This is an optimization exercise on Yosys and OpenROAD, whose aim is small area, a short achievable clock period and few clock cycles, not a production implementation.
Function was checked by simulation only, so behaviour that the tests miss may differ from the original.
Power is estimated from default activity; no workload was simulated.

===== standard.sh =====
#!/bin/bash
# synth_recipe.tcl (not shown) runs the flow's synth.tcl, then flattens the netlist and writes it again
# the make line also repeats each setting of config.mk as NAME=value (left out here)
make -C /OpenROAD-flow-scripts/flow DESIGN_CONFIG=/design/flow/config.mk WORK_HOME=/design/flow/orfs CLKGATE_MAP_FILE= SYNTH_SCRIPT=/design/flow/synth_recipe.tcl "${@:-finish}"

===== design.v =====
module add32_bk(a, b, s);
	input [31:0] a, b;
	output [31:0] s;
	wire [31:0] p0 = a ^ b;
	wire [31:0] g0 = a & b;
	wire g_b0_1 = g0[1] | (p0[1] & g0[0]);
	wire p_b0_1 = p0[1] & p0[0];
	wire g_b0_3 = g0[3] | (p0[3] & g0[2]);
	wire p_b0_3 = p0[3] & p0[2];
	wire g_b0_5 = g0[5] | (p0[5] & g0[4]);
	wire p_b0_5 = p0[5] & p0[4];
	wire g_b0_7 = g0[7] | (p0[7] & g0[6]);
	wire p_b0_7 = p0[7] & p0[6];
	wire g_b0_9 = g0[9] | (p0[9] & g0[8]);
	wire p_b0_9 = p0[9] & p0[8];
	wire g_b0_11 = g0[11] | (p0[11] & g0[10]);
	wire p_b0_11 = p0[11] & p0[10];
	wire g_b0_13 = g0[13] | (p0[13] & g0[12]);
	wire p_b0_13 = p0[13] & p0[12];
	wire g_b0_15 = g0[15] | (p0[15] & g0[14]);
	wire p_b0_15 = p0[15] & p0[14];
	wire g_b0_17 = g0[17] | (p0[17] & g0[16]);
	wire p_b0_17 = p0[17] & p0[16];
	wire g_b0_19 = g0[19] | (p0[19] & g0[18]);
	wire p_b0_19 = p0[19] & p0[18];
	wire g_b0_21 = g0[21] | (p0[21] & g0[20]);
	wire p_b0_21 = p0[21] & p0[20];
	wire g_b0_23 = g0[23] | (p0[23] & g0[22]);
	wire p_b0_23 = p0[23] & p0[22];
	wire g_b0_25 = g0[25] | (p0[25] & g0[24]);
	wire p_b0_25 = p0[25] & p0[24];
	wire g_b0_27 = g0[27] | (p0[27] & g0[26]);
	wire p_b0_27 = p0[27] & p0[26];
	wire g_b0_29 = g0[29] | (p0[29] & g0[28]);
	wire p_b0_29 = p0[29] & p0[28];
	wire g_b0_31 = g0[31] | (p0[31] & g0[30]);
	wire p_b0_31 = p0[31] & p0[30];
	wire g_b1_3 = g_b0_3 | (p_b0_3 & g_b0_1);
	wire p_b1_3 = p_b0_3 & p_b0_1;
	wire g_b1_7 = g_b0_7 | (p_b0_7 & g_b0_5);
	wire p_b1_7 = p_b0_7 & p_b0_5;
	wire g_b1_11 = g_b0_11 | (p_b0_11 & g_b0_9);
	wire p_b1_11 = p_b0_11 & p_b0_9;
	wire g_b1_15 = g_b0_15 | (p_b0_15 & g_b0_13);
	wire p_b1_15 = p_b0_15 & p_b0_13;
	wire g_b1_19 = g_b0_19 | (p_b0_19 & g_b0_17);
	wire p_b1_19 = p_b0_19 & p_b0_17;
	wire g_b1_23 = g_b0_23 | (p_b0_23 & g_b0_21);
	wire p_b1_23 = p_b0_23 & p_b0_21;
	wire g_b1_27 = g_b0_27 | (p_b0_27 & g_b0_25);
	wire p_b1_27 = p_b0_27 & p_b0_25;
	wire g_b1_31 = g_b0_31 | (p_b0_31 & g_b0_29);
	wire p_b1_31 = p_b0_31 & p_b0_29;
	wire g_b2_7 = g_b1_7 | (p_b1_7 & g_b1_3);
	wire p_b2_7 = p_b1_7 & p_b1_3;
	wire g_b2_15 = g_b1_15 | (p_b1_15 & g_b1_11);
	wire p_b2_15 = p_b1_15 & p_b1_11;
	wire g_b2_23 = g_b1_23 | (p_b1_23 & g_b1_19);
	wire p_b2_23 = p_b1_23 & p_b1_19;
	wire g_b2_31 = g_b1_31 | (p_b1_31 & g_b1_27);
	wire p_b2_31 = p_b1_31 & p_b1_27;
	wire g_b3_15 = g_b2_15 | (p_b2_15 & g_b2_7);
	wire p_b3_15 = p_b2_15 & p_b2_7;
	wire g_b3_31 = g_b2_31 | (p_b2_31 & g_b2_23);
	wire p_b3_31 = p_b2_31 & p_b2_23;
	wire g_b4_31 = g_b3_31 | (p_b3_31 & g_b3_15);
	wire p_b4_31 = p_b3_31 & p_b3_15;
	wire g_r6_23 = g_b2_23 | (p_b2_23 & g_b3_15);
	wire p_r6_23 = p_b2_23 & p_b3_15;
	wire g_r7_11 = g_b1_11 | (p_b1_11 & g_b2_7);
	wire p_r7_11 = p_b1_11 & p_b2_7;
	wire g_r7_19 = g_b1_19 | (p_b1_19 & g_b3_15);
	wire p_r7_19 = p_b1_19 & p_b3_15;
	wire g_r7_27 = g_b1_27 | (p_b1_27 & g_r6_23);
	wire p_r7_27 = p_b1_27 & p_r6_23;
	wire g_r8_5 = g_b0_5 | (p_b0_5 & g_b1_3);
	wire p_r8_5 = p_b0_5 & p_b1_3;
	wire g_r8_9 = g_b0_9 | (p_b0_9 & g_b2_7);
	wire p_r8_9 = p_b0_9 & p_b2_7;
	wire g_r8_13 = g_b0_13 | (p_b0_13 & g_r7_11);
	wire p_r8_13 = p_b0_13 & p_r7_11;
	wire g_r8_17 = g_b0_17 | (p_b0_17 & g_b3_15);
	wire p_r8_17 = p_b0_17 & p_b3_15;
	wire g_r8_21 = g_b0_21 | (p_b0_21 & g_r7_19);
	wire p_r8_21 = p_b0_21 & p_r7_19;
	wire g_r8_25 = g_b0_25 | (p_b0_25 & g_r6_23);
	wire p_r8_25 = p_b0_25 & p_r6_23;
	wire g_r8_29 = g_b0_29 | (p_b0_29 & g_r7_27);
	wire p_r8_29 = p_b0_29 & p_r7_27;
	wire g_r9_2 = g0[2] | (p0[2] & g_b0_1);
	wire p_r9_2 = p0[2] & p_b0_1;
	wire g_r9_4 = g0[4] | (p0[4] & g_b1_3);
	wire p_r9_4 = p0[4] & p_b1_3;
	wire g_r9_6 = g0[6] | (p0[6] & g_r8_5);
	wire p_r9_6 = p0[6] & p_r8_5;
	wire g_r9_8 = g0[8] | (p0[8] & g_b2_7);
	wire p_r9_8 = p0[8] & p_b2_7;
	wire g_r9_10 = g0[10] | (p0[10] & g_r8_9);
	wire p_r9_10 = p0[10] & p_r8_9;
	wire g_r9_12 = g0[12] | (p0[12] & g_r7_11);
	wire p_r9_12 = p0[12] & p_r7_11;
	wire g_r9_14 = g0[14] | (p0[14] & g_r8_13);
	wire p_r9_14 = p0[14] & p_r8_13;
	wire g_r9_16 = g0[16] | (p0[16] & g_b3_15);
	wire p_r9_16 = p0[16] & p_b3_15;
	wire g_r9_18 = g0[18] | (p0[18] & g_r8_17);
	wire p_r9_18 = p0[18] & p_r8_17;
	wire g_r9_20 = g0[20] | (p0[20] & g_r7_19);
	wire p_r9_20 = p0[20] & p_r7_19;
	wire g_r9_22 = g0[22] | (p0[22] & g_r8_21);
	wire p_r9_22 = p0[22] & p_r8_21;
	wire g_r9_24 = g0[24] | (p0[24] & g_r6_23);
	wire p_r9_24 = p0[24] & p_r6_23;
	wire g_r9_26 = g0[26] | (p0[26] & g_r8_25);
	wire p_r9_26 = p0[26] & p_r8_25;
	wire g_r9_28 = g0[28] | (p0[28] & g_r7_27);
	wire p_r9_28 = p0[28] & p_r7_27;
	wire g_r9_30 = g0[30] | (p0[30] & g_r8_29);
	wire p_r9_30 = p0[30] & p_r8_29;
	assign s = p0 ^ {g_r9_30, g_r8_29, g_r9_28, g_r7_27, g_r9_26, g_r8_25, g_r9_24, g_r6_23, g_r9_22, g_r8_21, g_r9_20, g_r7_19, g_r9_18, g_r8_17, g_r9_16, g_b3_15, g_r9_14, g_r8_13, g_r9_12, g_r7_11, g_r9_10, g_r8_9, g_r9_8, g_b2_7, g_r9_6, g_r8_5, g_r9_4, g_b1_3, g_r9_2, g_b0_1, g0[0], 1'b0};
endmodule
module ror(out, in);
	parameter N = 1;
	input  [31:0] in;
	output [31:0] out;
	assign out = {in[N-1:0], in[31:N]};
endmodule
module lsigma(out, in);
	parameter SHIFT_BITS  	= 1;
	parameter ROTATE_BITS_0 = 1;
	parameter ROTATE_BITS_1 = 1;
	input  [31:0] in;
	output [31:0] out;
	wire [31:0] net [2:0];	 
	assign net[0] = in >> SHIFT_BITS;
	ror #(ROTATE_BITS_0) u1(net[1], in);
	ror #(ROTATE_BITS_1) u2(net[2], in);
	assign out = net[0] ^ net[1] ^ net[2];
endmodule
module usigma(out, in);
	parameter ROTATE_BITS_0 = 1;
	parameter ROTATE_BITS_1 = 1;
	parameter ROTATE_BITS_2 = 1;
	input  [31:0] in;
	output [31:0] out;
	wire [31:0] net [2:0];	 
	ror #(ROTATE_BITS_0) u0(net[0], in);
	ror #(ROTATE_BITS_1) u1(net[1], in);
	ror #(ROTATE_BITS_2) u2(net[2], in);
	assign out = net[0] ^ net[1] ^ net[2];
endmodule
module choice(out, a, b, c);
	input  [31:0] a, b, c;
	output [31:0] out;
	assign out = (a & b) | (~a & c);
endmodule
module majority(out, a, b, c);
	input  [31:0] a, b, c;
	output [31:0] out;
	assign out = (a & b) | (a & c) | (b & c);
endmodule
module constants(out, addr);
	input  [5:0]  addr;
	output [31:0] out;
	reg [31:0] cnst;
	always @* begin
		case(addr)
			00 : cnst = 32'h 428a2f98;
			01 : cnst = 32'h 71374491;
			02 : cnst = 32'h b5c0fbcf;
			03 : cnst = 32'h e9b5dba5;
			04 : cnst = 32'h 3956c25b;
			05 : cnst = 32'h 59f111f1;
			06 : cnst = 32'h 923f82a4;
			07 : cnst = 32'h ab1c5ed5;
			08 : cnst = 32'h d807aa98;
			09 : cnst = 32'h 12835b01;
			10 : cnst = 32'h 243185be;
			11 : cnst = 32'h 550c7dc3;
			12 : cnst = 32'h 72be5d74;
			13 : cnst = 32'h 80deb1fe;
			14 : cnst = 32'h 9bdc06a7;
			15 : cnst = 32'h c19bf174;
			16 : cnst = 32'h e49b69c1;
			17 : cnst = 32'h efbe4786;
			18 : cnst = 32'h 0fc19dc6;
			19 : cnst = 32'h 240ca1cc;
			20 : cnst = 32'h 2de92c6f;
			21 : cnst = 32'h 4a7484aa;
			22 : cnst = 32'h 5cb0a9dc;
			23 : cnst = 32'h 76f988da;
			24 : cnst = 32'h 983e5152;
			25 : cnst = 32'h a831c66d;
			26 : cnst = 32'h b00327c8;
			27 : cnst = 32'h bf597fc7;
			28 : cnst = 32'h c6e00bf3;
			29 : cnst = 32'h d5a79147;
			30 : cnst = 32'h 06ca6351;
			31 : cnst = 32'h 14292967;
			32 : cnst = 32'h 27b70a85;
			33 : cnst = 32'h 2e1b2138;
			34 : cnst = 32'h 4d2c6dfc;
			35 : cnst = 32'h 53380d13;
			36 : cnst = 32'h 650a7354;
			37 : cnst = 32'h 766a0abb;
			38 : cnst = 32'h 81c2c92e;
			39 : cnst = 32'h 92722c85;
			40 : cnst = 32'h a2bfe8a1;
			41 : cnst = 32'h a81a664b;
			42 : cnst = 32'h c24b8b70;
			43 : cnst = 32'h c76c51a3;
			44 : cnst = 32'h d192e819;
			45 : cnst = 32'h d6990624;
			46 : cnst = 32'h f40e3585;
			47 : cnst = 32'h 106aa070;
			48 : cnst = 32'h 19a4c116;
			49 : cnst = 32'h 1e376c08;
			50 : cnst = 32'h 2748774c;
			51 : cnst = 32'h 34b0bcb5;
			52 : cnst = 32'h 391c0cb3;
			53 : cnst = 32'h 4ed8aa4a;
			54 : cnst = 32'h 5b9cca4f;
			55 : cnst = 32'h 682e6ff3;
			56 : cnst = 32'h 748f82ee;
			57 : cnst = 32'h 78a5636f;
			58 : cnst = 32'h 84c87814;
			59 : cnst = 32'h 8cc70208;
			60 : cnst = 32'h 90befffa;
			61 : cnst = 32'h a4506ceb;
			62 : cnst = 32'h bef9a3f7;
			63 : cnst = 32'h c67178f2;
		endcase
	end
	assign out = cnst;
endmodule
module counter(addr, eoc, clk, soc_n, rd);
	input  clk, soc_n, rd;
	output eoc;
	output [5:0] addr;
	reg  Q0, Q1, Q2, Q3, Q4, Q5, Q6;
	wire dQ0, dQ1, dQ2, dQ3, dQ4, dQ5, dQ6;
	wire wQ0, wQ1, wQ2, wQ3, wQ4, wQ5, wQ6, eoc_n;
	always @(posedge clk) begin
		Q0 <= dQ0;
		Q1 <= dQ1;
		Q2 <= dQ2;
		Q3 <= dQ3;
		Q4 <= dQ4;
		Q5 <= dQ5;
		Q6 <= dQ6;
	end
	assign eoc_n = ~Q6;
	assign wQ0 = eoc_n | rd; 
	assign dQ0 = (wQ0 ^ Q0) & soc_n;
	assign wQ1 = wQ0 & Q0;
	assign dQ1 = (wQ1 ^ Q1) & soc_n;
	assign wQ2 = wQ1 & Q1;
	assign dQ2 = (wQ2 ^ Q2) & soc_n;
	assign wQ3 = wQ2 & Q2 & eoc_n;
	assign dQ3 = (wQ3 ^ Q3) & soc_n;
	assign wQ4 = wQ3 & Q3;
	assign dQ4 = (wQ4 ^ Q4) & soc_n;
	assign wQ5 = wQ4 & Q4;
	assign dQ5 = (wQ5 ^ Q5) & soc_n;
	assign wQ6 = wQ5 & Q5;
	assign dQ6 = (wQ6 ^ Q6) & soc_n;
	assign eoc  = Q6;
	assign addr = {Q5, Q4, Q3, Q2, Q1, Q0};
endmodule
module wvar(H_out, X_out, in, H0, clk, rst_n, soc, eoc);
	input  clk, rst_n, soc, eoc;
	input  [31:0] in, H0;
	output [31:0] H_out, X_out;
	reg  [31:0] A, A0;
	wire [31:0] dA, dA0, add_out;
	always @(posedge clk) begin
		A  <= dA;
		A0 <= dA0;
	end
	add2 u0(add_out, A, A0);
	assign dA0 = (~rst_n) ? H0 : (soc) ? add_out : A0;
	assign dA  = (~rst_n) ? 32'd 0 : (soc) ? add_out : (eoc) ? A : in;
	assign X_out = A;
	assign H_out = add_out;
endmodule
module expansion(out, in, clk, sel);
	input  clk, sel;
	input  [31:0] in;
	output [31:0] out;
	reg  [31:0] mem [0:15];
	wire [31:0] a00, a01, a09, a14;
	wire [31:0] mux_out, add_out, lsigma0_out, lsigma1_out;
	always @(posedge clk) begin
		mem[0]  <=  mem[1]; 
		mem[1]  <=  mem[2]; 
		mem[2]  <=  mem[3];
		mem[3]  <=  mem[4];
		mem[4]  <=  mem[5];
		mem[5]  <=  mem[6];
		mem[6]  <=  mem[7];
		mem[7]  <=  mem[8];
		mem[8]  <=  mem[9];
		mem[9]  <=  mem[10];
		mem[10] <=  mem[11];
		mem[11] <=  mem[12];
		mem[12] <=  mem[13];
		mem[13] <=  mem[14];
		mem[14] <=  mem[15];
		mem[15] <=  mux_out;
	end
	assign a00 = mem[0];
	assign a01 = mem[1];
	assign a09 = mem[9];
	assign a14 = mem[14];
	lsigma #(3,  7,  18) u0(lsigma0_out, a01);
	lsigma #(10, 17, 19) u1(lsigma1_out, a14);
	assign add_out = a00 + lsigma0_out + a09 + lsigma1_out;
	assign mux_out = (sel) ? add_out : in;
	assign out = mux_out;
endmodule
module compression(hash, msg, k, clk, rst_n, soc, eoc);
	localparam Ha_0 = 32'h6a09e667;
	localparam Hb_0 = 32'hbb67ae85;
	localparam Hc_0 = 32'h3c6ef372;
	localparam Hd_0 = 32'ha54ff53a;
	localparam He_0 = 32'h510e527f;
	localparam Hf_0 = 32'h9b05688c;
	localparam Hg_0 = 32'h1f83d9ab;
	localparam Hh_0 = 32'h5be0cd19;
	input  clk, rst_n, soc, eoc;
	input  [31:0]  msg, k;
	output [255:0] hash;
	wire [31:0] A, B, C, D, E, F, G, H;
	wire [31:0] Ha, Hb, Hc, Hd, He, Hf, Hg, Hh;
	wire [31:0] addMsg, addE, addA;
	wire [31:0] us0, us1, maj, ch;
	wvar 	 uA(Ha, A, addA, Ha_0, clk, rst_n, soc, eoc);
	wvar 	 uB(Hb, B,    A, Hb_0, clk, rst_n, soc, eoc);
	wvar 	 uC(Hc, C,    B, Hc_0, clk, rst_n, soc, eoc);
	wvar 	 uD(Hd, D,    C, Hd_0, clk, rst_n, soc, eoc);
	wvar 	 uE(He, E, addE, He_0, clk, rst_n, soc, eoc);
	wvar 	 uF(Hf, F,    E, Hf_0, clk, rst_n, soc, eoc);
	wvar 	 uG(Hg, G,    F, Hg_0, clk, rst_n, soc, eoc);
	wvar 	 uH(Hh, H,    G, Hh_0, clk, rst_n, soc, eoc);
	usigma #(6, 11, 25)  u0(us1, E);
	choice	 u1(ch, E, F, G);
	assign addMsg = msg + k + us1 + ch + H;
	assign addE = addMsg + D;
	usigma #(2, 13, 22)	 u4(us0, A);
	majority u5(maj, A, B, C);
	assign addA = us0 + maj + addMsg;	
	assign hash = {Ha, Hb, Hc, Hd, He, Hf, Hg, Hh};
endmodule
module SHA256(idata, odata, eoc, clk, rst, soc, rd, hash);
	input  clk, rst, soc, rd;
	input  [31:0] idata;
	output [31:0] odata;
	output eoc;
	output [255:0] hash;
	localparam [255:0] IV = {32'h6a09e667, 32'hbb67ae85, 32'h3c6ef372, 32'ha54ff53a,
	                         32'h510e527f, 32'h9b05688c, 32'h1f83d9ab, 32'h5be0cd19};
	reg        rst_r;
	reg  [6:0] cnt;
	reg  [2:0] ptr;                               
	reg        eoc_r;
	reg        rnd, last, fin, ff, load, wsel;
	wire       sat   = cnt[6] & cnt[1];           
	wire [6:0] cnt_n = soc ? 7'd0 : sat ? cnt : cnt + 7'd1;
	assign eoc = eoc_r;
	always @(posedge clk) begin
		rst_r <= rst;
		cnt   <= cnt_n;
		eoc_r <= cnt_n == 7'd66;
		rnd   <= (cnt_n != 7'd0) & (cnt_n <= 7'd64);         
		last  <= cnt_n == 7'd64;                              
		fin   <= cnt_n == 7'd65;                              
		ff    <= (cnt_n == 7'd62) | (cnt_n == 7'd63);         
		load  <= (cnt_n != 7'd0) & (cnt_n <= 7'd4);           
		wsel  <= cnt_n >= 7'd16;                              
		if (soc)
			ptr <= 3'd1;
		else if (rd & eoc_r)
			ptr <= ptr + 3'd1;
	end
	reg  [31:0] w [0:15];
	wire [31:0] w1 = w[1], w14 = w[14];
	wire [31:0] ls0 = {w1[6:0], w1[31:7]} ^ {w1[17:0], w1[31:18]} ^ (w1 >> 3);
	wire [31:0] ls1 = {w14[16:0], w14[31:17]} ^ {w14[18:0], w14[31:19]} ^ (w14 >> 10);
	wire [31:0] x1s = w[0] ^ ls0 ^ w[9];
	wire [31:0] x1c = {(w[0][30:0] & ls0[30:0]) | (w[0][30:0] & w[9][30:0]) | (ls0[30:0] & w[9][30:0]), 1'b0};
	wire [31:0] x2s = x1s ^ x1c ^ ls1;
	wire [31:0] x2c = {(x1s[30:0] & x1c[30:0]) | (x1s[30:0] & ls1[30:0]) | (x1c[30:0] & ls1[30:0]), 1'b0};
	wire [31:0] wexp;
	add32_bk uwx(x2s, x2c, wexp);
	integer i;
	always @(posedge clk) begin
		for (i = 0; i < 15; i = i + 1)
			w[i] <= w[i+1];
		w[15] <= wsel ? wexp : idata;
	end
	reg [31:0] k;                 
	always @(posedge clk) begin
		case (cnt[5:0])
			   6'd0: k <= 32'h428a2f98;     6'd1: k <= 32'h71374491;     6'd2: k <= 32'hb5c0fbcf;     6'd3: k <= 32'he9b5dba5;
			   6'd4: k <= 32'h3956c25b;     6'd5: k <= 32'h59f111f1;     6'd6: k <= 32'h923f82a4;     6'd7: k <= 32'hab1c5ed5;
			   6'd8: k <= 32'hd807aa98;     6'd9: k <= 32'h12835b01;    6'd10: k <= 32'h243185be;    6'd11: k <= 32'h550c7dc3;
			  6'd12: k <= 32'h72be5d74;    6'd13: k <= 32'h80deb1fe;    6'd14: k <= 32'h9bdc06a7;    6'd15: k <= 32'hc19bf174;
			  6'd16: k <= 32'he49b69c1;    6'd17: k <= 32'hefbe4786;    6'd18: k <= 32'h0fc19dc6;    6'd19: k <= 32'h240ca1cc;
			  6'd20: k <= 32'h2de92c6f;    6'd21: k <= 32'h4a7484aa;    6'd22: k <= 32'h5cb0a9dc;    6'd23: k <= 32'h76f988da;
			  6'd24: k <= 32'h983e5152;    6'd25: k <= 32'ha831c66d;    6'd26: k <= 32'hb00327c8;    6'd27: k <= 32'hbf597fc7;
			  6'd28: k <= 32'hc6e00bf3;    6'd29: k <= 32'hd5a79147;    6'd30: k <= 32'h06ca6351;    6'd31: k <= 32'h14292967;
			  6'd32: k <= 32'h27b70a85;    6'd33: k <= 32'h2e1b2138;    6'd34: k <= 32'h4d2c6dfc;    6'd35: k <= 32'h53380d13;
			  6'd36: k <= 32'h650a7354;    6'd37: k <= 32'h766a0abb;    6'd38: k <= 32'h81c2c92e;    6'd39: k <= 32'h92722c85;
			  6'd40: k <= 32'ha2bfe8a1;    6'd41: k <= 32'ha81a664b;    6'd42: k <= 32'hc24b8b70;    6'd43: k <= 32'hc76c51a3;
			  6'd44: k <= 32'hd192e819;    6'd45: k <= 32'hd6990624;    6'd46: k <= 32'hf40e3585;    6'd47: k <= 32'h106aa070;
			  6'd48: k <= 32'h19a4c116;    6'd49: k <= 32'h1e376c08;    6'd50: k <= 32'h2748774c;    6'd51: k <= 32'h34b0bcb5;
			  6'd52: k <= 32'h391c0cb3;    6'd53: k <= 32'h4ed8aa4a;    6'd54: k <= 32'h5b9cca4f;    6'd55: k <= 32'h682e6ff3;
			  6'd56: k <= 32'h748f82ee;    6'd57: k <= 32'h78a5636f;    6'd58: k <= 32'h84c87814;    6'd59: k <= 32'h8cc70208;
			  6'd60: k <= 32'h90befffa;    6'd61: k <= 32'ha4506ceb;    6'd62: k <= 32'hbef9a3f7;  default: k <= 32'hc67178f2;
		endcase
	end
	reg  [31:0] A, B, C, D, E, F, G, H;
	reg  [31:0] X0, X1, X2, X3, Y0, Y1, Y2, Y3;
	wire [31:0] xs;
	add32_bk uxs(X3, A, xs);
	wire [31:0] ys;
	add32_bk uys(Y3, E, ys);
	always @(posedge clk) begin
		X0 <= X1;
		X1 <= X2;
		X2 <= ff ? xs : X3;
		X3 <= load ? D : X0;
		Y0 <= Y1;
		Y1 <= Y2;
		Y2 <= ff ? ys : Y3;
		Y3 <= load ? H : Y0;
	end
	wire [31:0] wt  = w[15];
	wire [31:0] S1  = {E[5:0], E[31:6]} ^ {E[10:0], E[31:11]} ^ {E[24:0], E[31:25]};
	wire [31:0] S0  = {A[1:0], A[31:2]} ^ {A[12:0], A[31:13]} ^ {A[21:0], A[31:22]};
	wire [31:0] ch  = (E & F) | (~E & G);
	wire [31:0] mj  = (A & B) | (A & C) | (B & C);
	wire [31:0] t0s = H ^ k ^ wt;
	wire [31:0] t0c = {(H[30:0] & k[30:0]) | (H[30:0] & wt[30:0]) | (k[30:0] & wt[30:0]), 1'b0};
	wire [31:0] a1s = t0s ^ t0c ^ ch;
	wire [31:0] a1c = {(t0s[30:0] & t0c[30:0]) | (t0s[30:0] & ch[30:0]) | (t0c[30:0] & ch[30:0]), 1'b0};
	wire [31:0] a2s = mj ^ S1 ^ S0;
	wire [31:0] a2c = {(mj[30:0] & S1[30:0]) | (mj[30:0] & S0[30:0]) | (S1[30:0] & S0[30:0]), 1'b0};
	wire [31:0] a3s = a1s ^ a1c ^ a2s;
	wire [31:0] a3c = {(a1s[30:0] & a1c[30:0]) | (a1s[30:0] & a2s[30:0]) | (a1c[30:0] & a2s[30:0]), 1'b0};
	wire [31:0] a4s = a3s ^ a3c ^ a2c;
	wire [31:0] a4c = {(a3s[30:0] & a3c[30:0]) | (a3s[30:0] & a2c[30:0]) | (a3c[30:0] & a2c[30:0]), 1'b0};
	wire [31:0] an; add32_bk uan(a4s, a4c, an);
	wire [31:0] e1s = D ^ ch ^ S1;
	wire [31:0] e1c = {(D[30:0] & ch[30:0]) | (D[30:0] & S1[30:0]) | (ch[30:0] & S1[30:0]), 1'b0};
	wire [31:0] e2s = t0s ^ t0c ^ e1s;
	wire [31:0] e2c = {(t0s[30:0] & t0c[30:0]) | (t0s[30:0] & e1s[30:0]) | (t0c[30:0] & e1s[30:0]), 1'b0};
	wire [31:0] e3s = e2s ^ e2c ^ e1c;
	wire [31:0] e3c = {(e2s[30:0] & e2c[30:0]) | (e2s[30:0] & e1c[30:0]) | (e2c[30:0] & e1c[30:0]), 1'b0};
	wire [31:0] en; add32_bk uen(e3s, e3c, en);
	always @(posedge clk) begin
		if (rst_r) begin
			{A, B, C, D, E, F, G, H} <= IV;
		end else if (rnd) begin
			A <= an;
			B <= last ? xs : A;
			C <= last ? X2 : B;
			D <= last ? X1 : C;
			E <= en;
			F <= last ? ys : E;
			G <= last ? Y2 : F;
			H <= last ? Y1 : G;
		end else if (fin) begin
			A <= xs;
			E <= ys;
		end
	end
	assign hash = {A, B, C, D, E, F, G, H};
	reg [31:0] mux_out, odata_r;
	always @* begin
		case (ptr)
			3'd0: mux_out = A;
			3'd1: mux_out = B;
			3'd2: mux_out = C;
			3'd3: mux_out = D;
			3'd4: mux_out = E;
			3'd5: mux_out = F;
			3'd6: mux_out = G;
			default: mux_out = H;
		endcase
	end
	always @(posedge clk) begin
		if (fin)
			odata_r <= xs;
		else if (rd & eoc_r)
			odata_r <= mux_out;
	end
	assign odata = odata_r;
endmodule

===== config.mk =====
export PLATFORM = sky130hd
export DESIGN_NAME = SHA256
export DESIGN_NICKNAME = SHA256
export VERILOG_FILES = /design/flow/design.v
export SDC_FILE = /design/flow/constraint.sdc
export NUM_CORES = 4
export LEC_CHECK = 0
export ABC_AREA = 1
export CAP_MARGIN = 20
export CORE_MARGIN = 2
export CORE_UTILIZATION = 55
export SLEW_MARGIN = 20

===== constraint.sdc =====
create_clock -name core_clock -period 11.0 [get_ports {clk}]
set_input_delay 2.2000 -clock core_clock [delete_from_list [all_inputs] [get_ports {clk}]]
set_output_delay 2.2000 -clock core_clock [all_outputs]
set_load 0.01 [all_outputs]

===== flow/run.sh =====
#!/bin/bash
set -euo pipefail
# Up to clock tree synthesis, repair_timing aims at a 7.4 ns setup margin;
# after global routing only at 7.15 ns, so that it does not add buffers
# chasing the last tenths of a nanosecond with routed parasitics.
bash standard.sh "DONT_USE_CELLS=sky130_fd_sc_hd__probe_p_8 sky130_fd_sc_hd__probec_p_8 sky130_fd_sc_hd__lpflow_bleeder_1 sky130_fd_sc_hd__lpflow_clkbufkapwr_1 sky130_fd_sc_hd__lpflow_clkbufkapwr_16 sky130_fd_sc_hd__lpflow_clkbufkapwr_2 sky130_fd_sc_hd__lpflow_clkbufkapwr_4 sky130_fd_sc_hd__lpflow_clkbufkapwr_8 sky130_fd_sc_hd__lpflow_clkinvkapwr_1 sky130_fd_sc_hd__lpflow_clkinvkapwr_16 sky130_fd_sc_hd__lpflow_clkinvkapwr_2 sky130_fd_sc_hd__lpflow_clkinvkapwr_4 sky130_fd_sc_hd__lpflow_clkinvkapwr_8 sky130_fd_sc_hd__lpflow_decapkapwr_12 sky130_fd_sc_hd__lpflow_decapkapwr_3 sky130_fd_sc_hd__lpflow_decapkapwr_4 sky130_fd_sc_hd__lpflow_decapkapwr_6 sky130_fd_sc_hd__lpflow_decapkapwr_8 sky130_fd_sc_hd__lpflow_inputiso0n_1 sky130_fd_sc_hd__lpflow_inputiso0p_1 sky130_fd_sc_hd__lpflow_inputiso1n_1 sky130_fd_sc_hd__lpflow_inputiso1p_1 sky130_fd_sc_hd__lpflow_inputisolatch_1 sky130_fd_sc_hd__lpflow_isobufsrc_1 sky130_fd_sc_hd__lpflow_isobufsrc_16 sky130_fd_sc_hd__lpflow_isobufsrc_2 sky130_fd_sc_hd__lpflow_isobufsrc_4 sky130_fd_sc_hd__lpflow_isobufsrc_8 sky130_fd_sc_hd__lpflow_isobufsrckapwr_16 sky130_fd_sc_hd__lpflow_lsbuf_lh_hl_isowell_tap_1 sky130_fd_sc_hd__lpflow_lsbuf_lh_hl_isowell_tap_2 sky130_fd_sc_hd__lpflow_lsbuf_lh_hl_isowell_tap_4 sky130_fd_sc_hd__lpflow_lsbuf_lh_isowell_4 sky130_fd_sc_hd__lpflow_lsbuf_lh_isowell_tap_1 sky130_fd_sc_hd__lpflow_lsbuf_lh_isowell_tap_2 sky130_fd_sc_hd__lpflow_lsbuf_lh_isowell_tap_4  sky130_fd_sc_hd__fa_1 sky130_fd_sc_hd__fa_2 sky130_fd_sc_hd__fa_4 sky130_fd_sc_hd__ha_1 sky130_fd_sc_hd__ha_2 sky130_fd_sc_hd__ha_4" SETUP_SLACK_MARGIN=7.4 "CTS_ARGS=-sink_clustering_enable -repair_clock_nets -dont_use_dummy_load -sink_clustering_size 20 -sink_clustering_max_diameter 100" "BUFFER_PORTS_ARGS=-buffer_cell sky130_fd_sc_hd__buf_2" cts > standard_cts.log 2>&1
bash standard.sh "DONT_USE_CELLS=sky130_fd_sc_hd__probe_p_8 sky130_fd_sc_hd__probec_p_8 sky130_fd_sc_hd__lpflow_bleeder_1 sky130_fd_sc_hd__lpflow_clkbufkapwr_1 sky130_fd_sc_hd__lpflow_clkbufkapwr_16 sky130_fd_sc_hd__lpflow_clkbufkapwr_2 sky130_fd_sc_hd__lpflow_clkbufkapwr_4 sky130_fd_sc_hd__lpflow_clkbufkapwr_8 sky130_fd_sc_hd__lpflow_clkinvkapwr_1 sky130_fd_sc_hd__lpflow_clkinvkapwr_16 sky130_fd_sc_hd__lpflow_clkinvkapwr_2 sky130_fd_sc_hd__lpflow_clkinvkapwr_4 sky130_fd_sc_hd__lpflow_clkinvkapwr_8 sky130_fd_sc_hd__lpflow_decapkapwr_12 sky130_fd_sc_hd__lpflow_decapkapwr_3 sky130_fd_sc_hd__lpflow_decapkapwr_4 sky130_fd_sc_hd__lpflow_decapkapwr_6 sky130_fd_sc_hd__lpflow_decapkapwr_8 sky130_fd_sc_hd__lpflow_inputiso0n_1 sky130_fd_sc_hd__lpflow_inputiso0p_1 sky130_fd_sc_hd__lpflow_inputiso1n_1 sky130_fd_sc_hd__lpflow_inputiso1p_1 sky130_fd_sc_hd__lpflow_inputisolatch_1 sky130_fd_sc_hd__lpflow_isobufsrc_1 sky130_fd_sc_hd__lpflow_isobufsrc_16 sky130_fd_sc_hd__lpflow_isobufsrc_2 sky130_fd_sc_hd__lpflow_isobufsrc_4 sky130_fd_sc_hd__lpflow_isobufsrc_8 sky130_fd_sc_hd__lpflow_isobufsrckapwr_16 sky130_fd_sc_hd__lpflow_lsbuf_lh_hl_isowell_tap_1 sky130_fd_sc_hd__lpflow_lsbuf_lh_hl_isowell_tap_2 sky130_fd_sc_hd__lpflow_lsbuf_lh_hl_isowell_tap_4 sky130_fd_sc_hd__lpflow_lsbuf_lh_isowell_4 sky130_fd_sc_hd__lpflow_lsbuf_lh_isowell_tap_1 sky130_fd_sc_hd__lpflow_lsbuf_lh_isowell_tap_2 sky130_fd_sc_hd__lpflow_lsbuf_lh_isowell_tap_4  sky130_fd_sc_hd__fa_1 sky130_fd_sc_hd__fa_2 sky130_fd_sc_hd__fa_4 sky130_fd_sc_hd__ha_1 sky130_fd_sc_hd__ha_2 sky130_fd_sc_hd__ha_4" SETUP_SLACK_MARGIN=7.15 "CTS_ARGS=-sink_clustering_enable -repair_clock_nets -dont_use_dummy_load -sink_clustering_size 20 -sink_clustering_max_diameter 100" "BUFFER_PORTS_ARGS=-buffer_cell sky130_fd_sc_hd__buf_2" finish > standard_finish.log 2>&1

==> results of run 1 <==
-- area by class of cell --
class | instances | area share
Multi-Input combinational cell | 5475 | 0.467
Sequential cell | 1106 | 0.368
Inverter | 1006 | 0.0623
Timing Repair Buffer | 496 | 0.0491
Clock buffer | 67 | 0.0270
Tap cell | 1298 | 0.0262
Antenna cell | 4 | 0.000161
-- Yosys cell counts, drive strengths merged, types with 2 or more instances --
| master | count | area [µm²] |
|---|---|---|
| xor2 | 304 | 2810 |
| buf | 97 | 607 |
| o21bai | 18 | 143 |
| a32oi | 3 | 26.3 |
| nand2b | 4 | 25.0 |
| nor3 | 17 | 85.1 |
| o21a | 11 | 90.1 |
| nor4 | 8 | 50.1 |
| nand2 | 2474 | 9610 |
| a211oi | 4 | 30.0 |
| o41ai | 10 | 87.6 |
| and3 | 3 | 18.8 |
| nand3b | 12 | 90.1 |
| o211ai | 175 | 1310 |
| nand3 | 459 | 2370 |
| nor3b | 3 | 22.5 |
| a221oi | 17 | 149 |
| o221ai | 108 | 946 |
| nor2 | 538 | 2060 |
| a32o | 2 | 20.0 |
| o22ai | 71 | 444 |
| edfxtp | 32 | 961 |
| inv | 1000 | 3770 |
| o21ai | 438 | 2290 |
| o31ai | 7 | 52.6 |
| a2111oi | 12 | 105 |
| a21o | 8 | 60.1 |
| a21boi | 28 | 214 |
| nand4 | 16 | 100 |
| o311ai | 8 | 70.1 |
| or2 | 75 | 472 |
| clkbuf | 189 | 713 |
| o2111ai | 6 | 52.6 |
| xnor2 | 216 | 2000 |
| a21oi | 368 | 1880 |
| a31oi | 27 | 184 |
| a31o | 3 | 26.3 |
| dfxtp | 1074 | 21500 |
| and2 | 11 | 71.3 |
| mux2 | 2 | 22.5 |
| clkinv | 6 | 22.5 |
-- how the worst max path moves through the flow --
stage,startpoint,to,slack [ns],cells past startpoint
6_report,ptr[0]$_SDFFE_PP1P_,odata_r[4]$_DFFE_PP_,7.16,8
5_1_grt,w[1][11]$_DFF_P_,w[15][23]$_DFF_P_,7.06,27
4_1_cts,E[29]$_SDFFE_PP0P_,E[31]$_SDFFE_PP0P_,7.31,22
3_5_place_dp,E[28]$_SDFFE_PP1P_,E[27]$_SDFFE_PP0P_,6.39,24
3_3_place_gp,E[28]$_SDFFE_PP1P_,A[31]$_SDFFE_PP0P_,6.41,31
2_1_floorplan,soc,rnd$_DFF_P_,7.55,9
-- metrics by stage --
| step | power, mW | util | worst slack (ns) | instance area [µm²] | std cells |
|---|---|---|---|---|---|
| after global routing | 23.5 | 0.619 | 7.06 | 62000 | 9449 |
| after floorplan | 15.2 | - | 7.55 | 55700 | 7873 |
| after CTS | 21.1 | 0.609 | 7.31 | 61000 | 9387 |
| after detailed placement | 18.3 | 0.579 | 6.39 | 58000 | 9262 |
| final | 21.9 | 0.620 | 7.16 | 62000 | 9452 |
| after global placement | 18.1 | 0.579 | 6.41 | 58000 | 9262 |
-- layer usage --
metal,wire (µm),GRT usage
met1,88900,0.550
met2,95300,0.635
met3,28800,0.122
met4,19400,0.299
met5,65,0
-- cells by family (layout without fill, tap and decap cells) --
kind of cell | after synthesis | after routing | share of synthesized area
muxes | 3 | 3 | 0.000584
buffers and inverters | 1292 | 1569 | 0.0919
xor gates and xnor gates | 520 | 520 | 0.0865
adders and majority gates | 1 | 1 | 0.000180
DFF | 1106 | 1106 | 0.404
and+or+nand+nor | 3620 | 3620 | 0.269
AOI/OAI and AO/OA | 1331 | 1331 | 0.148
other | 0 | 4 | 0
-- power breakdown --
part | internal (mW) | switching, mW | total [mW]
logic | 4.97 | 9.39 | 14.4
clock network | 1.09 | 1.37 | 2.45
registers | 4.48 | 0.654 | 5.13
total | 10.5 | 11.4 | 21.9
-- timing repair --
| item | CTS | global route |
|---|---|---|
| pin swaps | 5 | 15 |
| resized for setup | 295 | 163 |
| buffers inserted | 58 | 61 |
| setup endpoints to repair | 224 | 30 |
-- placed cells by master, fill, tap and decap left out, drive strengths merged, types with 9 or more instances in the layout --
cell type / instances
a2111oi: 12
a21boi: 28
a21oi: 368
a221oi: 17
a31oi: 27
and2: 11
buf: 496
clkbuf: 67
clkinvlp: 9
dfxtp: 1074
edfxtp: 32
inv: 990
nand2: 2474
nand3: 459
nand3b: 12
nand4: 16
nor2: 538
nor3: 17
o211ai: 175
o21a: 11
o21ai: 438
o21bai: 18
o221ai: 108
o22ai: 71
o41ai: 10
or2: 75
xnor2: 216
xor2: 304
==> notes.md, run 1 <==
leakage=31.1 nW; Cell variety after synth=77; final slew viol count=0; ys async rst share=0; Antenna Nets Post-Route=0; Nets=8188; worst endpoint required time=11.35 ns; synthesized flop and latch total=1106; layout cells sized above 1=0.148; WL final=232 mm; RSZ-0062 raised after global routing=true; final setup violating endpoints=0; GRT Overall Usage=0.433; Post-Synthesis Cell Area=55700 µm²; CTS buffer count=67; CTS tree=yes; Initial DRC Count=6937; relative slew slack=0.0692; vias in the first global route=49300; first-pass GRT wire length=328 mm; Buf+Inv Stages, Crit Path=3; die area=104000 µm²; Initial Utilization=0.556; CP max stage delay=1.16 ns; WHS=0.285 ns; Critical Path Start Type=flop; worst skew pair latency=0.70 ns; worst vdd ir=0.227 mV; core area=100000 µm²; Max FO, Critical Path=18; Final GP Congestion=1.03; residual overflow from global routing=0; Max clock buf depth=3; Hold Violations, Final=0; Mapped Cells=7873; WP data arrival=4.19 ns; # DRC=0; hold_sp=w[13][17]$_DFF_P_; Post-synth EDFFs=32; DRT Pass-1 Iters=7; I/O Buffers=324; R2R depth=8; fmax=261 MHz; FF-to-FF End=odata_r[4]$_DFFE_PP_; Clk pin slew, worst setup/hold paths=0.10 ns; Slowest cell on crit path=a2111oi_0; sequential cell area=22900 µm²; worst hold path depth=0; Top reg by flops=w; hold endpoint=w[12][17]$_DFF_P_; Clock Skew=0.0835 ns; height of the die=322 µm; PwrDens=354 nW/µm²; CP top delay family=compound AO/OA/AOI/OAI gates; DR vias=54900; Avg Cell Area, Syn=7.07 µm²; # rows=116; Fillers=9125; crit-path cells=inv_1, nand2_1, nor2_1, buf_4, clkinv_1, o221ai_1, a2111oi_0, o21ai_0; status=timing/DRC/antenna clean; root buffer selected by CTS=clkbuf_16; sinks on the clock net=1106; FF-to-FF setup slack=7.16 ns; max reg flops=512; Warnings, synthesis=2; Die Width=322 µm; period utilisation layout=0.349; initial antenna violation count=7; area of the multi-input gates=29000 µm²; H-tree depth=3; P&R area growth vs syn=11.5%; Max Cap Viol=0; sequential area share after synthesis=0.404; Worst Tran Pin Value=1.36 ns; Worst Hold Class=flop to flop; synthesized net count=7909; pin count of the biggest net entering global routing=94; Synth Flop Type=dfxtp_1; DR vias/cell=5.81; io pins=325; crit path kind=flop to flop; per-cell routed wire length=24.6 µm; hpwl dp=175 mm; Worst setup EP type=flop; worst reg2reg startpoint=ptr[0]$_SDFFE_PP1P_; Fin Setup TNS=0 ns; Tmin final=3.84 ns; CTS Hold Bufs=0
Testbench counts, summed over its fixed seeds: cycles 19,902.
==> inputs of run 2 (changes only) <==
==> flow/run.sh (replaced) <==
#!/bin/bash
set -euo pipefail
# Up to clock tree synthesis, repair_timing aims at a 7.4 ns setup margin;
# after global routing only at 7.0 ns, so that it does not add buffers
# chasing the last tenths of a nanosecond with routed parasitics.
bash standard.sh "DONT_USE_CELLS=sky130_fd_sc_hd__probe_p_8 sky130_fd_sc_hd__probec_p_8 sky130_fd_sc_hd__lpflow_bleeder_1 sky130_fd_sc_hd__lpflow_clkbufkapwr_1 sky130_fd_sc_hd__lpflow_clkbufkapwr_16 sky130_fd_sc_hd__lpflow_clkbufkapwr_2 sky130_fd_sc_hd__lpflow_clkbufkapwr_4 sky130_fd_sc_hd__lpflow_clkbufkapwr_8 sky130_fd_sc_hd__lpflow_clkinvkapwr_1 sky130_fd_sc_hd__lpflow_clkinvkapwr_16 sky130_fd_sc_hd__lpflow_clkinvkapwr_2 sky130_fd_sc_hd__lpflow_clkinvkapwr_4 sky130_fd_sc_hd__lpflow_clkinvkapwr_8 sky130_fd_sc_hd__lpflow_decapkapwr_12 sky130_fd_sc_hd__lpflow_decapkapwr_3 sky130_fd_sc_hd__lpflow_decapkapwr_4 sky130_fd_sc_hd__lpflow_decapkapwr_6 sky130_fd_sc_hd__lpflow_decapkapwr_8 sky130_fd_sc_hd__lpflow_inputiso0n_1 sky130_fd_sc_hd__lpflow_inputiso0p_1 sky130_fd_sc_hd__lpflow_inputiso1n_1 sky130_fd_sc_hd__lpflow_inputiso1p_1 sky130_fd_sc_hd__lpflow_inputisolatch_1 sky130_fd_sc_hd__lpflow_isobufsrc_1 sky130_fd_sc_hd__lpflow_isobufsrc_16 sky130_fd_sc_hd__lpflow_isobufsrc_2 sky130_fd_sc_hd__lpflow_isobufsrc_4 sky130_fd_sc_hd__lpflow_isobufsrc_8 sky130_fd_sc_hd__lpflow_isobufsrckapwr_16 sky130_fd_sc_hd__lpflow_lsbuf_lh_hl_isowell_tap_1 sky130_fd_sc_hd__lpflow_lsbuf_lh_hl_isowell_tap_2 sky130_fd_sc_hd__lpflow_lsbuf_lh_hl_isowell_tap_4 sky130_fd_sc_hd__lpflow_lsbuf_lh_isowell_4 sky130_fd_sc_hd__lpflow_lsbuf_lh_isowell_tap_1 sky130_fd_sc_hd__lpflow_lsbuf_lh_isowell_tap_2 sky130_fd_sc_hd__lpflow_lsbuf_lh_isowell_tap_4  sky130_fd_sc_hd__fa_1 sky130_fd_sc_hd__fa_2 sky130_fd_sc_hd__fa_4 sky130_fd_sc_hd__ha_1 sky130_fd_sc_hd__ha_2 sky130_fd_sc_hd__ha_4" SETUP_SLACK_MARGIN=7.4 "CTS_ARGS=-sink_clustering_enable -repair_clock_nets -dont_use_dummy_load" "BUFFER_PORTS_ARGS=-buffer_cell sky130_fd_sc_hd__buf_2" cts > standard_cts.log 2>&1
bash standard.sh "DONT_USE_CELLS=sky130_fd_sc_hd__probe_p_8 sky130_fd_sc_hd__probec_p_8 sky130_fd_sc_hd__lpflow_bleeder_1 sky130_fd_sc_hd__lpflow_clkbufkapwr_1 sky130_fd_sc_hd__lpflow_clkbufkapwr_16 sky130_fd_sc_hd__lpflow_clkbufkapwr_2 sky130_fd_sc_hd__lpflow_clkbufkapwr_4 sky130_fd_sc_hd__lpflow_clkbufkapwr_8 sky130_fd_sc_hd__lpflow_clkinvkapwr_1 sky130_fd_sc_hd__lpflow_clkinvkapwr_16 sky130_fd_sc_hd__lpflow_clkinvkapwr_2 sky130_fd_sc_hd__lpflow_clkinvkapwr_4 sky130_fd_sc_hd__lpflow_clkinvkapwr_8 sky130_fd_sc_hd__lpflow_decapkapwr_12 sky130_fd_sc_hd__lpflow_decapkapwr_3 sky130_fd_sc_hd__lpflow_decapkapwr_4 sky130_fd_sc_hd__lpflow_decapkapwr_6 sky130_fd_sc_hd__lpflow_decapkapwr_8 sky130_fd_sc_hd__lpflow_inputiso0n_1 sky130_fd_sc_hd__lpflow_inputiso0p_1 sky130_fd_sc_hd__lpflow_inputiso1n_1 sky130_fd_sc_hd__lpflow_inputiso1p_1 sky130_fd_sc_hd__lpflow_inputisolatch_1 sky130_fd_sc_hd__lpflow_isobufsrc_1 sky130_fd_sc_hd__lpflow_isobufsrc_16 sky130_fd_sc_hd__lpflow_isobufsrc_2 sky130_fd_sc_hd__lpflow_isobufsrc_4 sky130_fd_sc_hd__lpflow_isobufsrc_8 sky130_fd_sc_hd__lpflow_isobufsrckapwr_16 sky130_fd_sc_hd__lpflow_lsbuf_lh_hl_isowell_tap_1 sky130_fd_sc_hd__lpflow_lsbuf_lh_hl_isowell_tap_2 sky130_fd_sc_hd__lpflow_lsbuf_lh_hl_isowell_tap_4 sky130_fd_sc_hd__lpflow_lsbuf_lh_isowell_4 sky130_fd_sc_hd__lpflow_lsbuf_lh_isowell_tap_1 sky130_fd_sc_hd__lpflow_lsbuf_lh_isowell_tap_2 sky130_fd_sc_hd__lpflow_lsbuf_lh_isowell_tap_4  sky130_fd_sc_hd__fa_1 sky130_fd_sc_hd__fa_2 sky130_fd_sc_hd__fa_4 sky130_fd_sc_hd__ha_1 sky130_fd_sc_hd__ha_2 sky130_fd_sc_hd__ha_4" SETUP_SLACK_MARGIN=7.0 "CTS_ARGS=-sink_clustering_enable -repair_clock_nets -dont_use_dummy_load" "BUFFER_PORTS_ARGS=-buffer_cell sky130_fd_sc_hd__buf_2" finish > standard_finish.log 2>&1
==> run 2 against run 1 <==
Net effect:
- still clean on timing, DRC and antenna
- flip-flop and latch count unchanged
- clock power up 31%
- register-to-register slack better by 0.08 ns
- via count up 0.23%
- largest cell class unchanged
- largest power group unchanged
==> notes.md, run 2 <==
status=timing/DRC/antenna clean; ys async rst share=0 (unchanged); Area after DPL=58000 µm² (unchanged); I/O Buffers=324 (unchanged); sinks on the clock net=1106 (unchanged); Synth Area in Compound Gates=0.148 (unchanged); Avg Cell Area, Syn=7.07 µm² (unchanged); post-synthesis adder-cell area fraction=0.000180 (unchanged); Post-synth EDFFs=32 (unchanged); Slowest cell on crit path=dfxtp_4; DRT Pass-1 Iters=9 (+2); hpwl dp=175 mm (unchanged); Critical Path Start Type=flop; first-pass GRT wire length=329 mm (+0.60%); Warnings, synthesis=2 (unchanged); CTS buffer count=109 (+63%); Nets=8174 (-0.17%); crit path kind=flop to flop; Max FO, Critical Path=9 (-9); Tmin final=3.76 ns (-0.0802 ns); synthesized flop and latch total=1106 (unchanged); Initial Utilization=0.556 (unchanged); simple-gate share of the synthesized area=0.269 (unchanged); DR vias/cell=5.83 (+0.36%); Fillers=8997 (-1.4%); Pint=11.0 mW (+4.5%); Synth Flop Type=dfxtp_1; crit-path most repeated cell=nand2_1; Max Cap Viol=0 (unchanged); top cells by area, synth=dfxtp_1 39%, nand2_1 16%, inv_1 6.3%, xor2_1 4.5%, nand3_1 4.0%; area leader, netlist=dfxtp_1; Die Width=322 µm (unchanged); final setup violating endpoints=0 (unchanged); PwrDens=360 nW/µm² (+1.7%); die area=104000 µm² (unchanged); fraction of synthesized area in multiplexers=0.000584 (unchanged); height of the die=322 µm (unchanged); WL final=233 mm (about the same); Worst Tran Pin Value=1.18 ns (-0.178 ns); commonest cells after routing, fill and taps aside=2334 x nand2_1, 925 x dfxtp_1, 921 x inv_1; GRT Overall Usage=0.435 (+0.00215); Hold Violations, Final=0 (unchanged); switching portion of total power=0.509 (-0.0112); top-area cell type share of the netlist area=0.386 (unchanged); CP max stage delay=0.51 ns (-0.65 ns); CTS Hold Bufs=0 (unchanged); Mapped Cells=7873 (unchanged); # DRC=0 (unchanged); fin area=62300 µm² (+0.40%); # rows=116 (unchanged); synthesized net count=7909 (unchanged); worst skew pair latency=0.74 ns (+0.04 ns); leakage=31.3 nW (+0.57%); io pins=325 (unchanged); relative slew slack=0.191 (+0.122); most common cell after layout, fill and taps aside=nand2_1; Initial DRC Count=6572 (-5.3%); Worst Hold Class=flop to flop; vias in the first global route=49900 (+1.3%); worst vdd ir=0.241 mV (+6.2%); Clk pin slew, worst setup/hold paths=0.06 ns (-0.04 ns); H-tree depth=3 (unchanged); Seq pwr share=0.230 (-0.004); P&R area growth vs syn=11.9%; DR vias=55000 (+0.23%); CTS tree=yes; RSZ-0062 raised after global routing=true; Post-Synthesis Cell Area=55700 µm² (unchanged); pin count of the biggest net entering global routing=94 (unchanged); WHS=0.287 ns (+0.00139 ns); layout cells sized above 1=0.138 (-0.00982); Cell variety after synth=77 (unchanged); root buffer selected by CTS=clkbuf_16; worst endpoint required time=11.52 ns (+0.17 ns); WP data arrival=4.27 ns (+0.08 ns); synth cell count leaders=2364 x nand2_1, 1074 x dfxtp_1, 940 x inv_1; core area=100000 µm² (unchanged); largest family of logic cells by synthesized area=simple AND/OR/NAND/NOR gates; Max clock buf depth=3 (unchanged); max reg flops=512 (unchanged); Clk pwr share=0.144 (+0.032); Worst setup EP type=flop; Post-Synth XOR/XNOR Area=0.0865 (unchanged); Final GP Congestion=1.03 (unchanged); P_sw=11.4 mW (about the same); residual overflow from global routing=0 (unchanged); sequential area share after synthesis=0.404 (unchanged); initial antenna violation count=6 (-1); per-cell routed wire length=24.6 µm (+0.20%); Comb power frac=0.626 (-0.028); Top reg by flops=w; Clock Skew=0.101 ns (+0.0173 ns); Antenna Nets Post-Route=0 (unchanged); period utilisation layout=0.341 (-0.00729); Fin Setup TNS=0 ns (unchanged); final slew viol count=0 (unchanged); fmax=266 MHz (+2.1%); most frequent cell after synthesis=nand2_1
## run 2: metal layers
metal  GRT usage  part of all wire
met1       0.549              0.38
met5           0          0.000039
met3       0.123              0.12
met4       0.294             0.079
met2       0.646              0.42
## run 2: cell families (layout without fill, tap and decap cells)
kind of cell             Yosys count  after routing
AO/OA/AOI/OAI                   1331           1331
adder cells (fa/ha/maj)            1              1
XOR/XNOR                         520            520
AND/OR/NAND/NOR                 3620           3620
flip-flops                      1106           1106
other                              0              6
multiplexers                       3              3
buffers and inverters           1292           1555
## run 2: cell type report
| cell class | instances | area (µm²) | share of cell area |
|---|---|---|---|
| clock buffers | 109 | 2730 | 0.0438 |
| repair buffers | 440 | 2640 | 0.0424 |
| diodes | 6 | 15.0 | 0.000241 |
| well taps | 1298 | 1620 | 0.0261 |
| multi-input cells | 5475 | 28600 | 0.459 |
| inverters | 1006 | 3840 | 0.0617 |
| flip-flops and latches | 1106 | 22800 | 0.367 |
## run 2: repair_timing
action | 4_1_cts | 5_1_grt
cloned | 1 | 0
pin swaps | 5 | 3
buffers inserted | 54 | 8
resized for setup | 291 | 66
endpoints found under the setup margin | 231 | 9
## run 2: worst paths after layout
kind                              to  cells after the start  slack, ns                from
hold / removal      w[6][17]$_DFF_P_                      0       0.29    w[7][17]$_DFF_P_
hold reg to reg     w[6][17]$_DFF_P_                      0       0.29    w[7][17]$_DFF_P_
setup reg to reg  A[27]$_SDFFE_PP1P_                     31       7.24  E[25]$_SDFFE_PP0P_
setup / recovery  A[27]$_SDFFE_PP1P_                     31       7.24  E[25]$_SDFFE_PP0P_
## run 2: power by group through the flow
stage	Combinational [mW]	Sequential [mW]	Clock [mW]
2_1_floorplan	10.4	4.77	0
3_3_place_gp	12.9	5.19	0
3_5_place_dp	13.1	5.19	0
4_1_cts	13.5	5.12	3.22
5_1_grt	15.5	5.17	3.38
6_report	14.0	5.16	3.22
## run 2: worst max-delay path, delay by kind of cell, from the launching register on
| kind | cells | cell delay (ns) |
|---|---|---|
| AND/OR/NAND/NOR | 25 | 2.39 |
| flip-flops | 1 | 0.51 |
| AO/OA/AOI/OAI | 4 | 0.44 |
| buffers and inverters | 2 | 0.24 |
## run 2: through the flow
step | worst slack, ns | std cells | power, mW | utilization
6_report | 7.24 | 9440 | 22.4 | 0.622
5_1_grt | 6.95 | 9434 | 24.0 | 0.622
4_1_cts | 7.27 | 9426 | 21.9 | 0.619
3_5_place_dp | 6.39 | 9262 | 18.3 | 0.579
3_3_place_gp | 6.41 | 9262 | 18.1 | 0.579
2_1_floorplan | 7.55 | 7873 | 15.2 | -
==> inputs of run 3 (changes only) <==
==> flow/run.sh (replaced) <==
#!/bin/bash
set -euo pipefail
# Up to clock tree synthesis, repair_timing aims at a 7.3 ns setup margin;
# after global routing only at 7.0 ns, so that it does not add buffers
# chasing the last tenths of a nanosecond with routed parasitics.
bash standard.sh "DONT_USE_CELLS=sky130_fd_sc_hd__probe_p_8 sky130_fd_sc_hd__probec_p_8 sky130_fd_sc_hd__lpflow_bleeder_1 sky130_fd_sc_hd__lpflow_clkbufkapwr_1 sky130_fd_sc_hd__lpflow_clkbufkapwr_16 sky130_fd_sc_hd__lpflow_clkbufkapwr_2 sky130_fd_sc_hd__lpflow_clkbufkapwr_4 sky130_fd_sc_hd__lpflow_clkbufkapwr_8 sky130_fd_sc_hd__lpflow_clkinvkapwr_1 sky130_fd_sc_hd__lpflow_clkinvkapwr_16 sky130_fd_sc_hd__lpflow_clkinvkapwr_2 sky130_fd_sc_hd__lpflow_clkinvkapwr_4 sky130_fd_sc_hd__lpflow_clkinvkapwr_8 sky130_fd_sc_hd__lpflow_decapkapwr_12 sky130_fd_sc_hd__lpflow_decapkapwr_3 sky130_fd_sc_hd__lpflow_decapkapwr_4 sky130_fd_sc_hd__lpflow_decapkapwr_6 sky130_fd_sc_hd__lpflow_decapkapwr_8 sky130_fd_sc_hd__lpflow_inputiso0n_1 sky130_fd_sc_hd__lpflow_inputiso0p_1 sky130_fd_sc_hd__lpflow_inputiso1n_1 sky130_fd_sc_hd__lpflow_inputiso1p_1 sky130_fd_sc_hd__lpflow_inputisolatch_1 sky130_fd_sc_hd__lpflow_isobufsrc_1 sky130_fd_sc_hd__lpflow_isobufsrc_16 sky130_fd_sc_hd__lpflow_isobufsrc_2 sky130_fd_sc_hd__lpflow_isobufsrc_4 sky130_fd_sc_hd__lpflow_isobufsrc_8 sky130_fd_sc_hd__lpflow_isobufsrckapwr_16 sky130_fd_sc_hd__lpflow_lsbuf_lh_hl_isowell_tap_1 sky130_fd_sc_hd__lpflow_lsbuf_lh_hl_isowell_tap_2 sky130_fd_sc_hd__lpflow_lsbuf_lh_hl_isowell_tap_4 sky130_fd_sc_hd__lpflow_lsbuf_lh_isowell_4 sky130_fd_sc_hd__lpflow_lsbuf_lh_isowell_tap_1 sky130_fd_sc_hd__lpflow_lsbuf_lh_isowell_tap_2 sky130_fd_sc_hd__lpflow_lsbuf_lh_isowell_tap_4  sky130_fd_sc_hd__fa_1 sky130_fd_sc_hd__fa_2 sky130_fd_sc_hd__fa_4 sky130_fd_sc_hd__ha_1 sky130_fd_sc_hd__ha_2 sky130_fd_sc_hd__ha_4" SETUP_SLACK_MARGIN=7.3 "CTS_ARGS=-sink_clustering_enable -repair_clock_nets -dont_use_dummy_load -sink_clustering_size 20 -sink_clustering_max_diameter 100" "BUFFER_PORTS_ARGS=-buffer_cell sky130_fd_sc_hd__buf_2" cts > standard_cts.log 2>&1
bash standard.sh "DONT_USE_CELLS=sky130_fd_sc_hd__probe_p_8 sky130_fd_sc_hd__probec_p_8 sky130_fd_sc_hd__lpflow_bleeder_1 sky130_fd_sc_hd__lpflow_clkbufkapwr_1 sky130_fd_sc_hd__lpflow_clkbufkapwr_16 sky130_fd_sc_hd__lpflow_clkbufkapwr_2 sky130_fd_sc_hd__lpflow_clkbufkapwr_4 sky130_fd_sc_hd__lpflow_clkbufkapwr_8 sky130_fd_sc_hd__lpflow_clkinvkapwr_1 sky130_fd_sc_hd__lpflow_clkinvkapwr_16 sky130_fd_sc_hd__lpflow_clkinvkapwr_2 sky130_fd_sc_hd__lpflow_clkinvkapwr_4 sky130_fd_sc_hd__lpflow_clkinvkapwr_8 sky130_fd_sc_hd__lpflow_decapkapwr_12 sky130_fd_sc_hd__lpflow_decapkapwr_3 sky130_fd_sc_hd__lpflow_decapkapwr_4 sky130_fd_sc_hd__lpflow_decapkapwr_6 sky130_fd_sc_hd__lpflow_decapkapwr_8 sky130_fd_sc_hd__lpflow_inputiso0n_1 sky130_fd_sc_hd__lpflow_inputiso0p_1 sky130_fd_sc_hd__lpflow_inputiso1n_1 sky130_fd_sc_hd__lpflow_inputiso1p_1 sky130_fd_sc_hd__lpflow_inputisolatch_1 sky130_fd_sc_hd__lpflow_isobufsrc_1 sky130_fd_sc_hd__lpflow_isobufsrc_16 sky130_fd_sc_hd__lpflow_isobufsrc_2 sky130_fd_sc_hd__lpflow_isobufsrc_4 sky130_fd_sc_hd__lpflow_isobufsrc_8 sky130_fd_sc_hd__lpflow_isobufsrckapwr_16 sky130_fd_sc_hd__lpflow_lsbuf_lh_hl_isowell_tap_1 sky130_fd_sc_hd__lpflow_lsbuf_lh_hl_isowell_tap_2 sky130_fd_sc_hd__lpflow_lsbuf_lh_hl_isowell_tap_4 sky130_fd_sc_hd__lpflow_lsbuf_lh_isowell_4 sky130_fd_sc_hd__lpflow_lsbuf_lh_isowell_tap_1 sky130_fd_sc_hd__lpflow_lsbuf_lh_isowell_tap_2 sky130_fd_sc_hd__lpflow_lsbuf_lh_isowell_tap_4  sky130_fd_sc_hd__fa_1 sky130_fd_sc_hd__fa_2 sky130_fd_sc_hd__fa_4 sky130_fd_sc_hd__ha_1 sky130_fd_sc_hd__ha_2 sky130_fd_sc_hd__ha_4" SETUP_SLACK_MARGIN=7.0 "CTS_ARGS=-sink_clustering_enable -repair_clock_nets -dont_use_dummy_load -sink_clustering_size 20 -sink_clustering_max_diameter 100" "BUFFER_PORTS_ARGS=-buffer_cell sky130_fd_sc_hd__buf_2" finish > standard_finish.log 2>&1
==> run 3 against run 2 <==
Net effect:
- register-to-register slack lost 0.29 ns
- global-route usage shrank 0.54 points
- fmax shrank 7.2%
- power shrank 4.6%
- non-clock buffer count shrank 30
- synthesized cell count is the same
- flip-flop and latch count is the same
- largest cell class unchanged
==> notes.md, run 3 <==
top cells by area, synth=dfxtp_1 39%, nand2_1 16%, inv_1 6.3%, xor2_1 4.5%, nand3_1 4.0%; worst hold path depth=0 (unchanged); Avg Cell Area, Syn=7.07 µm² (unchanged); Initial Utilization=0.556 (unchanged); Max clock buf depth=3 (unchanged); crit path kind=flop to flop; pin count of the biggest net entering global routing=94 (unchanged); hpwl dp=175 mm (unchanged); worst reg2reg startpoint=ptr[0]$_SDFFE_PP1P_; ys async rst share=0 (unchanged); fmax=247 MHz (-7.2%); Die Width=322 µm (unchanged); worst endpoint required time=11.36 ns (-0.16 ns); area of the multi-input gates=28400 µm² (-0.69%); layout cells sized above 1=0.121 (-0.0168); Top reg by flops=w; Fin Setup TNS=0 ns (unchanged); final slew viol count=0 (unchanged); DRT Pass-1 Iters=6 (-3); Mapped Cells=7873 (unchanged); per-cell routed wire length=24.5 µm (-0.50%); leakage=30.5 nW (-2.5%); CTS tree=yes; hold_sp=w[13][17]$_DFF_P_; core area=100000 µm² (unchanged); I/O Buffers=324 (unchanged); top-area cell type share of the netlist area=0.386 (unchanged); WL final=230 mm (-1.3%); residual overflow from global routing=0 (unchanged); relative slew slack=0.161 (-0.0304); CTS buffer count=67 (-39%); CP top delay family=compound AO/OA/AOI/OAI gates; Warnings, synthesis=2 (unchanged); Fillers=9243 (+2.7%); CP max stage delay=0.78 ns (+0.27 ns); CTS Hold Bufs=0 (unchanged); first-pass GRT wire length=325 mm (-1.4%); Critical Path Start Type=flop; Buf+Inv Stages, Crit Path=2 (unchanged); Post-Synthesis Cell Area=55700 µm² (unchanged); root buffer selected by CTS=clkbuf_16; Setup crit start=ptr[0]$_SDFFE_PP1P_; initial antenna violation count=7 (+1); Max FO, Critical Path=16 (+7); DR vias/cell=5.81 (-0.30%); worst vdd ir=0.226 mV (-6.4%); commonest cells after routing, fill and taps aside=2348 x nand2_1, 965 x dfxtp_1, 923 x inv_1; final setup violating endpoints=0 (unchanged); Clock Skew=0.0825 ns (-0.0182 ns); Post-synth EDFFs=32 (unchanged); setup slack after layout=6.95 ns (-0.291 ns); PwrDens=353 nW/µm² (-1.8%); crit-path cells=nand2_1, nor2_1, inv_2, buf_4, o22ai_1, a221oi_1, o2111ai_1, o21ai_0, o21ai_0; Antenna Nets Post-Route=0 (unchanged); Initial DRC Count=7001 (+6.5%); worst skew pair latency=0.70 ns (-0.04 ns); Max Cap Viol=0 (unchanged); crit-path most repeated cell=o21ai_0; sequential cell area=22700 µm² (-0.47%); most frequent cell after synthesis=nand2_1; Worst setup EP type=flop; P&R area growth vs syn=8.81%; Cell variety after synth=77 (unchanged); Slowest cell on crit path=nor2_1; Tmin final=4.05 ns (+0.291 ns); R2R depth=9 (-71%); Worst Hold Class=flop to flop; Final GP Congestion=1.03 (unchanged); WP data arrival=4.41 ns (+0.14 ns); RSZ-0062 raised after global routing=true; critical path depth=9 (-71%); period utilisation layout=0.368 (+0.0265); Nets=8102 (-0.88%); GRT Overall Usage=0.430 (-0.00542); Worst Tran Pin Value=1.23 ns (+0.0444 ns); status=timing/DRC/antenna clean; die area=104000 µm² (unchanged); area leader, netlist=dfxtp_1; final core utilization=0.605 (-0.0172); vias in the first global route=49000 (-1.8%); Synth Flop Type=dfxtp_1; io pins=325 (unchanged); synthesized net count=7909 (unchanged); max reg flops=512 (unchanged); sinks on the clock net=1106 (unchanged); Clk pin slew, worst setup/hold paths=0.09 ns (+0.03 ns); # DRC=0 (unchanged); FF-to-FF setup slack=6.95 ns (-0.29 ns); most common cell after layout, fill and taps aside=nand2_1; Post-Place Setup Slack=6.39 ns (unchanged); synthesized flop and latch total=1106 (unchanged); sequential area share after synthesis=0.404 (unchanged); synth cell count leaders=2364 x nand2_1, 1074 x dfxtp_1, 940 x inv_1; H-tree depth=3 (unchanged); DR vias=54400 (-1.1%); height of the die=322 µm (unchanged); # rows=116 (unchanged); Hold Violations, Final=0 (unchanged); hold endpoint=w[12][17]$_DFF_P_; FF-to-FF End=odata_r[18]$_DFFE_PP_
-- run 3: changes by cell type in the layout (fill, tap and decap cells not counted), sizes merged --
cell and change:
clkbuf -42, clkinvlp -1, diode -4, buf -29, bufbuf -1, inv +1
-- run 3: power by group --
part	leakage, nW	switching [mW]	total, mW	internal, mW
combinational	20.4	9.11	13.8	4.67
clock	0.826	1.35	2.44	1.09
sequential	9.31	0.705	5.17	4.47
total	30.5	11.2	21.4	10.2
-- run 3: per-stage QoR --
| stage | cells | instance area [µm²] | hold WS [ns] | power (mW) |
|---|---|---|---|---|
| 2_1_floorplan | 7873 | 55700 | 0.310 | 15.2 |
| 6_report | 9364 | 60600 | 0.290 | 21.4 |
| 3_5_place_dp | 9262 | 58000 | 0.312 | 18.3 |
| 5_1_grt | 9362 | 60600 | 0.302 | 23.0 |
| 4_1_cts | 9341 | 60200 | 0.299 | 20.9 |
| 3_3_place_gp | 9262 | 58000 | 0.310 | 18.1 |
-- run 3: worst max path at each step --
| stage | slack [ns] | endpoint |
|---|---|---|
| after global routing | 6.96 | A[27]$_SDFFE_PP1P_ |
| after CTS | 7.27 | E[31]$_SDFFE_PP0P_ |
| after global placement | 6.41 | A[31]$_SDFFE_PP0P_ |
| after detailed placement | 6.39 | E[27]$_SDFFE_PP0P_ |
| after floorplan | 7.55 | rnd$_DFF_P_ |
| final | 6.95 | odata_r[18]$_DFFE_PP_ |
-- run 3: final cells by class --
type | instances | share of cell area
Antenna cell | 2 | 0.0000826
Inverter | 1006 | 0.0633
Multi-Input combinational cell | 5475 | 0.469
Timing Repair Buffer | 410 | 0.0378
Sequential cell | 1106 | 0.375
Clock buffer | 67 | 0.0277
Tap cell | 1298 | 0.0268
-- run 3: worst register-to-register path, stage by stage, from the launching register on --
cell and delay (ns):
dfxtp_1 0.47, nand2_1 0.31, nor2_1 0.78, inv_2 0.53, buf_4 0.38, o22ai_1 0.16
a221oi_1 0.10, o2111ai_1 0.11, o21ai_0 0.18, o21ai_0 0.74
-- run 3: cell families after synthesis --
family          after synthesis  synth area share
xor+xnor                    520            0.0865
buf+inv                    1292            0.0919
flops                      1106             0.404
simple gates               3620             0.269
fa+ha+maj                     1          0.000180
mux                           3          0.000584
compound gates             1331             0.148
-- run 3: what timing repair did --
| action | CTS | global route |
|---|---|---|
| setup buffers | 12 | 21 |
| hold endpoints to repair | 0 | 0 |
| pin swaps | 0 | 3 |
| resized for setup | 158 | 85 |
| setup endpoints to repair | 178 | 21 |
-- run 3: layer usage --
metal  wire length [µm]  GRT usage  up-vias
met2              94000      0.630     3280
li1                   -          -    25500
met3              28900      0.128      747
met1              88000      0.545    24900
met5                 35          0        -
met4              18600      0.288        6

## port drivers added, routing unchanged
In the flow no input, the clock included, has a driving cell. The finished layouts below were timed again as built, in two steps. Step 1 (the two cells are an assumption about what drives the block):
set clk [get_ports {clk}]
set_driving_cell -lib_cell sky130_fd_sc_hd__clkbuf_16 $clk
set_driving_cell -lib_cell sky130_fd_sc_hd__buf_2 [delete_from_list [all_inputs] $clk]
Step 2 moves the port delays by t, midway between the first and last clock arrival at a register: inputs arrive t later, outputs are due t later. That takes back most of the time a late clock gives input paths. Three values: ideal, step 1, step 2; two values: the first two.
run | shift t [ns] | setup WS [ns] | clock arrival spread, ns
run 1 | 0.740 | 7.164 / 7.123 / 7.164 | 0.083 / 0.083
run 2 | 0.768 | 7.245 / 7.245 / 7.165 | 0.105 / 0.105
run 3 | 0.738 | 6.953 / 6.953 / 6.953 | 0.083 / 0.083
After both steps setup and hold are still met in every run listed. The setup slack of run 2, which loses most, moves by 0.000 ns with the drivers and by -0.080 ns with both steps.
